This is an optimization exercise on Yosys and OpenROAD, whose aim is a short achievable clock period and few clock cycles per item, not a production implementation.
RTL that was checked went through simulation tests only; none was proved equivalent to the original.
No activity file was given, so power comes from the tool's default toggle rates.

==> module cache_source, before the edit <==
module cache_source(
clk,
rst,
PRead_request,
PWrite_request,
PRead_ready,
PWrite_done,
PWrite_data,
PRead_data,
PAddress,
MRead_request,
MWrite_request,
MRead_ready,
MWrite_done,
MWrite_data,
MRead_data,
MAddress
);
input clk;
input rst;
input PRead_request;
input PWrite_request;
input [7:0] PWrite_data;
input [7:0] PAddress;
output [7:0] PRead_data;
output PRead_ready;
output PWrite_done;
input MRead_ready;
input MWrite_done;
input [31:0] MRead_data;
output [7:0] MAddress;
output MRead_request;
output MWrite_request;
output [7:0] MWrite_data;
reg [31:0] blocks[7:0];
reg [2:0] tags[7:0];
reg [7:0] valid;
wire [2:0] p_tag = PAddress[7:5];
wire [2:0] p_block_select = PAddress[4:2];
wire [1:0] p_byte_in_block = PAddress[1:0];
wire cache_hit = valid[p_block_select] & (tags[p_block_select] == p_tag);
wire fill = PRead_request & MRead_ready;
wire write_hit = PWrite_request & MWrite_done & cache_hit;
always @(posedge clk) begin
    if (rst)
        valid <= 8'h00;
    else if (fill)
        valid[p_block_select] <= 1'b1;
end
always @(posedge clk) begin
    if (fill) begin
        blocks[p_block_select] <= MRead_data;
        tags[p_block_select] <= p_tag;
    end else if (write_hit) begin
        case (p_byte_in_block)
        2'd0: blocks[p_block_select][7:0]   <= PWrite_data;
        2'd1: blocks[p_block_select][15:8]  <= PWrite_data;
        2'd2: blocks[p_block_select][23:16] <= PWrite_data;
        2'd3: blocks[p_block_select][31:24] <= PWrite_data;
        endcase
    end
end
wire [31:0] line = MRead_ready ? MRead_data : blocks[p_block_select];
assign PRead_ready = PRead_request & (cache_hit | MRead_ready);
assign PWrite_done = PWrite_request & MWrite_done;
assign MRead_request = PRead_request & ~cache_hit;
assign MWrite_request = PWrite_request;
assign MWrite_data = PWrite_data;
assign MAddress = {PAddress[7:2], PAddress[1:0] & {2{PWrite_request}}};
assign PRead_data = (p_byte_in_block == 2'd0) ? line[7:0]:
                    (p_byte_in_block == 2'd1) ? line[15:8]:
                    (p_byte_in_block == 2'd2) ? line[23:16]:
                                                line[31:24];
endmodule
Settings: LEC_CHECK=0, ABC_CLOCK_PERIOD_IN_PS=1000, CAP_MARGIN=20, CORE_MARGIN=2, CORE_UTILIZATION=40, SETUP_SLACK_MARGIN=3, SLEW_MARGIN=20, TNS_END_PERCENT=100; clock period 5.0 ns.
run.sh (not shown) runs the stock make flow with config.mk's settings and CLKGATE_MAP_FILE= SYNTH_SCRIPT=/design/flow/synth_recipe.tcl, a recipe that flattens the netlist after the stock synthesis.
Testbench counts at the start, summed over its fixed seeds: cycles 63,741, items 24,000.
Next try:
==> flow/design.v (replaced) <==
`timescale 1ns / 1ps
module cache_source(
clk,
rst,
PRead_request,
PWrite_request,
PRead_ready,
PWrite_done,
PWrite_data,
PRead_data,
PAddress,
MRead_request,
MWrite_request,
MRead_ready,
MWrite_done,
MWrite_data,
MRead_data,
MAddress
);
input clk;
input rst;
input PRead_request;
input PWrite_request;
input [7:0] PWrite_data;
input [7:0] PAddress;
output [7:0] PRead_data;
output PRead_ready;
output PWrite_done;
input MRead_ready;
input MWrite_done;
input [31:0] MRead_data;
output [7:0] MAddress;
output MRead_request;
output MWrite_request;
output [7:0] MWrite_data;
reg [31:0] blocks[7:0];
reg [2:0] tags[7:0];
reg [7:0] valid;
reg rd_pend;
reg [1:0] rd_byte;
reg wr_hit;
wire [2:0] p_tag = PAddress[7:5];
wire [2:0] p_block_select = PAddress[4:2];
wire [1:0] p_byte_in_block = PAddress[1:0];
wire cache_hit = valid[p_block_select] & (tags[p_block_select] == p_tag);
wire fill = rd_pend & MRead_ready;
always @(posedge clk) begin
    if (rst) begin
        valid <= 8'h00;
        rd_pend <= 1'b0;
        wr_hit <= 1'b0;
    end else begin
        if (fill)
            valid[p_block_select] <= 1'b1;
        rd_pend <= PRead_request & ~cache_hit & ~fill;
        wr_hit <= PWrite_request & cache_hit & ~MWrite_done;
    end
    rd_byte <= p_byte_in_block;
end
always @(posedge clk) begin
    if (fill) begin
        blocks[p_block_select] <= MRead_data;
        tags[p_block_select] <= p_tag;
    end else if (wr_hit & MWrite_done) begin
        case (p_byte_in_block)
        2'd0: blocks[p_block_select][7:0]   <= PWrite_data;
        2'd1: blocks[p_block_select][15:8]  <= PWrite_data;
        2'd2: blocks[p_block_select][23:16] <= PWrite_data;
        2'd3: blocks[p_block_select][31:24] <= PWrite_data;
        endcase
    end
end
wire [31:0] cline = blocks[p_block_select];
wire [7:0] cbyte = (p_byte_in_block == 2'd0) ? cline[7:0]:
                   (p_byte_in_block == 2'd1) ? cline[15:8]:
                   (p_byte_in_block == 2'd2) ? cline[23:16]:
                                               cline[31:24];
wire [7:0] mbyte = (rd_byte == 2'd0) ? MRead_data[7:0]:
                   (rd_byte == 2'd1) ? MRead_data[15:8]:
                   (rd_byte == 2'd2) ? MRead_data[23:16]:
                                       MRead_data[31:24];
assign PRead_ready = PRead_request & (cache_hit | fill);
assign PWrite_done = PWrite_request & MWrite_done;
assign MRead_request = PRead_request & ~cache_hit;
assign MWrite_request = PWrite_request;
assign MWrite_data = PWrite_data;
assign MAddress = {PAddress[7:2], PAddress[1:0] & {2{PWrite_request}}};
assign PRead_data = rd_pend ? mbyte : cbyte;
endmodule
Effect:
- The new run ran to the end with no violations
- core utilization rises by 0.54 points
- non-clock buffer count rises by 12
- fmax falls by 1.6%
- critical path depth rises by 1
- routed wire length rises by 1.5%
- power falls by 1.8%
- clock skew falls by 0.0069 ns
- cell area rises by 0.93%
- worst setup slack is worse by 0.062 ns
The RTL of the second run of this note was laid out without a check of its function.

========
Setup of xenon:
cache_source, a different RTL version from the one above (not shown whole).
Size in the first run: roughly 1300 cells after synthesis, ~360 flip-flops, ~16000 um2 of cells after synthesis.
Design cache_source, start of the top module:
module cache_source(
clk,
rst,
PRead_request,
PWrite_request,
PRead_ready,
PWrite_done,
PWrite_data,
PRead_data,
PAddress,
MRead_request,
MWrite_request,
MRead_ready,
MWrite_done,
MWrite_data,
MRead_data,
MAddress
);
input clk;
input rst;
input PRead_request;
input PWrite_request;
input [7:0] PWrite_data;
input [7:0] PAddress;
output [7:0] PRead_data;
output PRead_ready;
output PWrite_done;
input MRead_ready;
input MWrite_done;
input [31:0] MRead_data;
output [7:0] MAddress;
output MRead_request;
output MWrite_request;
output [7:0] MWrite_data;
reg [31:0] blocks[7:0];
reg [2:0] tags[7:0];
reg [7:0] valid;
reg mrq, mwq, prr, pwd;
reg [7:0] prd, maddr, mwdata;
reg [7:0] line_q;    
reg [31:0] wbyte_q;  
reg [1:0] byte_q;
wire [2:0] p_tag = PAddress[7:5];
wire [2:0] p_block_select = PAddress[4:2];
wire [1:0] p_byte_in_block = PAddress[1:0];
wire idle = ~(mrq | mwq | prr | pwd);
wire [7:0] line_dec = 8'd1 << p_block_select;
wire [7:0] match;
genvar g;
generate for (g = 0; g < 8; g = g + 1) begin : m
    assign match[g] = valid[g] & (tags[g] == p_tag);
end endgenerate
wire cache_hit = |(match & line_dec);
always @(posedge clk) begin
    if (rst) begin
        valid <= 8'h00;
        mrq <= 1'b0;
        mwq <= 1'b0;
        prr <= 1'b0;
        pwd <= 1'b0;
    end else begin
        if (mrq & MRead_ready)
            valid <= valid | line_q;
        mrq <= mrq ? ~MRead_ready : idle & PRead_request & ~cache_hit;
        mwq <= mwq ? ~MWrite_done : idle & PWrite_request;
        prr <= (mrq & MRead_ready) | (idle & PRead_request & cache_hit);
        pwd <= mwq & MWrite_done;
    end
    line_q <= 8'd1 << p_block_select;
    wbyte_q <= {32{PWrite_request & cache_hit}} & (32'd1 << PAddress[4:0]);
    byte_q <= p_byte_in_block;
    maddr <= {PAddress[7:2], PAddress[1:0] & {2{PWrite_request}}};
    mwdata <= PWrite_data;
end
genvar i, b;
generate for (i = 0; i < 8; i = i + 1) begin : ln
    always @(posedge clk)
        if (mrq & MRead_ready & line_q[i])
            tags[i] <= maddr[7:5];
    for (b = 0; b < 4; b = b + 1) begin : by
        always @(posedge clk)
            if (mrq & MRead_ready & line_q[i])
                blocks[i][8*b+7:8*b] <= MRead_data[8*b+7:8*b];
            else if (mwq & MWrite_done & wbyte_q[4*i+b])
                blocks[i][8*b+7:8*b] <= mwdata;
    end
end endgenerate
wire [7:0] mbyte = MRead_data[8*byte_q +: 8];
  ...
==> module cache_source, before the edit <==
module cache_source(
clk,
rst,
PRead_request,
PWrite_request,
PRead_ready,
PWrite_done,
PWrite_data,
PRead_data,
PAddress,
MRead_request,
MWrite_request,
MRead_ready,
MWrite_done,
MWrite_data,
MRead_data,
MAddress
);
input clk;
input rst;
input PRead_request;
input PWrite_request;
input [7:0] PWrite_data;
input [7:0] PAddress;
output [7:0] PRead_data;
output PRead_ready;
output PWrite_done;
input MRead_ready;
input MWrite_done;
input [31:0] MRead_data;
output [7:0] MAddress;
output MRead_request;
output MWrite_request;
output [7:0] MWrite_data;
reg [31:0] blocks[7:0];
reg [2:0] tags[7:0];
reg [7:0] valid;
reg mrq, mwq, prr, pwd;
reg [7:0] prd, maddr, mwdata;
reg [7:0] line_q;    
reg [31:0] wbyte_q;  
reg [1:0] byte_q;
wire [2:0] p_tag = PAddress[7:5];
wire [2:0] p_block_select = PAddress[4:2];
wire [1:0] p_byte_in_block = PAddress[1:0];
wire idle = ~(mrq | mwq | prr | pwd);
wire [7:0] line_dec = 8'd1 << p_block_select;
wire [7:0] match;
genvar g;
generate for (g = 0; g < 8; g = g + 1) begin : m
    assign match[g] = valid[g] & (tags[g] == p_tag);
end endgenerate
wire cache_hit = |(match & line_dec);
always @(posedge clk) begin
    if (rst) begin
        valid <= 8'h00;
        mrq <= 1'b0;
        mwq <= 1'b0;
        prr <= 1'b0;
        pwd <= 1'b0;
    end else begin
        if (mrq & MRead_ready)
            valid <= valid | line_q;
        mrq <= mrq ? ~MRead_ready : idle & PRead_request & ~cache_hit;
        mwq <= mwq ? ~MWrite_done : idle & PWrite_request;
        prr <= (mrq & MRead_ready) | (idle & PRead_request & cache_hit);
        pwd <= mwq & MWrite_done;
    end
    line_q <= 8'd1 << p_block_select;
    wbyte_q <= {32{PWrite_request & cache_hit}} & (32'd1 << PAddress[4:0]);
    byte_q <= p_byte_in_block;
    maddr <= {PAddress[7:2], PAddress[1:0] & {2{PWrite_request}}};
    mwdata <= PWrite_data;
end
genvar i, b;
generate for (i = 0; i < 8; i = i + 1) begin : ln
    always @(posedge clk)
        if (mrq & MRead_ready & line_q[i])
            tags[i] <= maddr[7:5];
    for (b = 0; b < 4; b = b + 1) begin : by
        always @(posedge clk)
            if (mrq & MRead_ready & line_q[i])
                blocks[i][8*b+7:8*b] <= MRead_data[8*b+7:8*b];
            else if (mwq & MWrite_done & wbyte_q[4*i+b])
                blocks[i][8*b+7:8*b] <= mwdata;
    end
end endgenerate
wire [7:0] mbyte = MRead_data[8*byte_q +: 8];
wire [31:0] byte_dec = 32'd1 << PAddress[4:0];
reg [7:0] cbyte;
integer k;
always @* begin
    cbyte = 8'h00;
    for (k = 0; k < 32; k = k + 1)
        cbyte = cbyte | ({8{byte_dec[k]}} & blocks[k/4][8*(k%4) +: 8]);
end
always @(posedge clk)
    prd <= mrq ? mbyte : cbyte;
assign PRead_ready = prr;
assign PWrite_done = pwd;
assign MRead_request = mrq;
assign MWrite_request = mwq;
assign MWrite_data = mwdata;
assign MAddress = maddr;
assign PRead_data = prd;
endmodule
Settings: LEC_CHECK=0, ABC_CLOCK_PERIOD_IN_PS=1000, CAP_MARGIN=20, CORE_MARGIN=2, CORE_UTILIZATION=40, SETUP_SLACK_MARGIN=3, SLEW_MARGIN=20, TNS_END_PERCENT=100; clock period 5.0 ns.
xenon finished end to end and its layout was clean on timing, DRC and antenna.
Input-level comparison between violet and xenon:
--- a/flow/design.v
+++ b/flow/design.v
@@ -42,19 +42,13 @@
 reg [31:0] wbyte_q;  
 reg [1:0] byte_q;
 wire [2:0] p_tag = PAddress[7:5];
 wire [2:0] p_block_select = PAddress[4:2];
 wire [1:0] p_byte_in_block = PAddress[1:0];
 wire idle = ~(mrq | mwq | prr | pwd);
-wire [7:0] line_dec = 8'd1 << p_block_select;
-wire [7:0] match;
-genvar g;
-generate for (g = 0; g < 8; g = g + 1) begin : m
-    assign match[g] = valid[g] & (tags[g] == p_tag);
-end endgenerate
-wire cache_hit = |(match & line_dec);
+wire cache_hit = valid[p_block_select] & (tags[p_block_select] == p_tag);
 always @(posedge clk) begin
     if (rst) begin
         valid <= 8'h00;
         mrq <= 1'b0;
         mwq <= 1'b0;
         prr <= 1'b0;
@@ -84,20 +78,14 @@
                 blocks[i][8*b+7:8*b] <= MRead_data[8*b+7:8*b];
             else if (mwq & MWrite_done & wbyte_q[4*i+b])
                 blocks[i][8*b+7:8*b] <= mwdata;
     end
 end endgenerate
 wire [7:0] mbyte = MRead_data[8*byte_q +: 8];
-wire [31:0] byte_dec = 32'd1 << PAddress[4:0];
-reg [7:0] cbyte;
-integer k;
-always @* begin
-    cbyte = 8'h00;
-    for (k = 0; k < 32; k = k + 1)
-        cbyte = cbyte | ({8{byte_dec[k]}} & blocks[k/4][8*(k%4) +: 8]);
-end
+wire [31:0] cline = blocks[p_block_select];
+wire [7:0] cbyte = cline[8*p_byte_in_block +: 8];
 always @(posedge clk)
     prd <= mrq ? mbyte : cbyte;
 assign PRead_ready = prr;
 assign PWrite_done = pwd;
 assign MRead_request = mrq;
 assign MWrite_request = mwq;
Notes after the runs:
Reported for xenon and violet, number of violations of the max-capacitance limit turned out identical to the last digit. Net count after synthesis (lower): violet. The run showing the greater width of the chip is xenon. violet — global-route usage 1.4 points lower, xenon as reference. Post-synthesis cell count, violet vs xenon: down by a few percent. Starting density of the core sits higher in violet than in xenon. Looking only at first-iteration DRC count, and setting everything else aside, the higher value of xenon and violet goes to xenon. Taking violet over xenon, the clock buffer count ratio works out to 0.927. Compared with xenon, violet shows a lower slew at the pin closest to its max-slew limit. On setup slack, the higher figure sits with violet, not xenon. violet has met3 layer wire length in the routed design below what xenon had.
No functional check of the RTL was part of any run of this note.

-- static timing again, ports no longer ideal --
The flow's constraints put no driver on any port. The routed layouts listed below were extracted and timed again, unchanged, in two steps. Step 1 assumes that a clkbuf_16 drives the clock port and a buf_2 every other input. Step 2 times the ports against the registers' clock, not the clock port: input delays grow and output delays shrink by t, the midpoint of the rising clock arrivals with the driver on. Three values: no drivers, after step 1, after step 2; two values: the first two.
run | t (ns) | slack for setup (ns) | worst hold slack (ns) | pins driven straight from the clock port
the first run of note 1 | 0.601 | 1.195 / 0.996 / 0.996 | 0.471 / 0.471 / 0.471 | 1
the second run of note 1 | 0.603 | 1.134 / 1.065 / 1.065 | 0.468 / 0.468 / 0.468 | 1
xenon | 0.625 | 2.796 / 2.668 / 2.043 | 0.475 / 0.475 / 0.475 | 1
violet | 0.599 | 2.836 / 2.491 / 1.892 | 0.463 / 0.463 / 0.463 | 1
After both steps every run listed still meets setup and hold. For violet, which loses most, drivers alone change the setup slack by -0.345 ns; drivers and shift together by -0.944 ns.
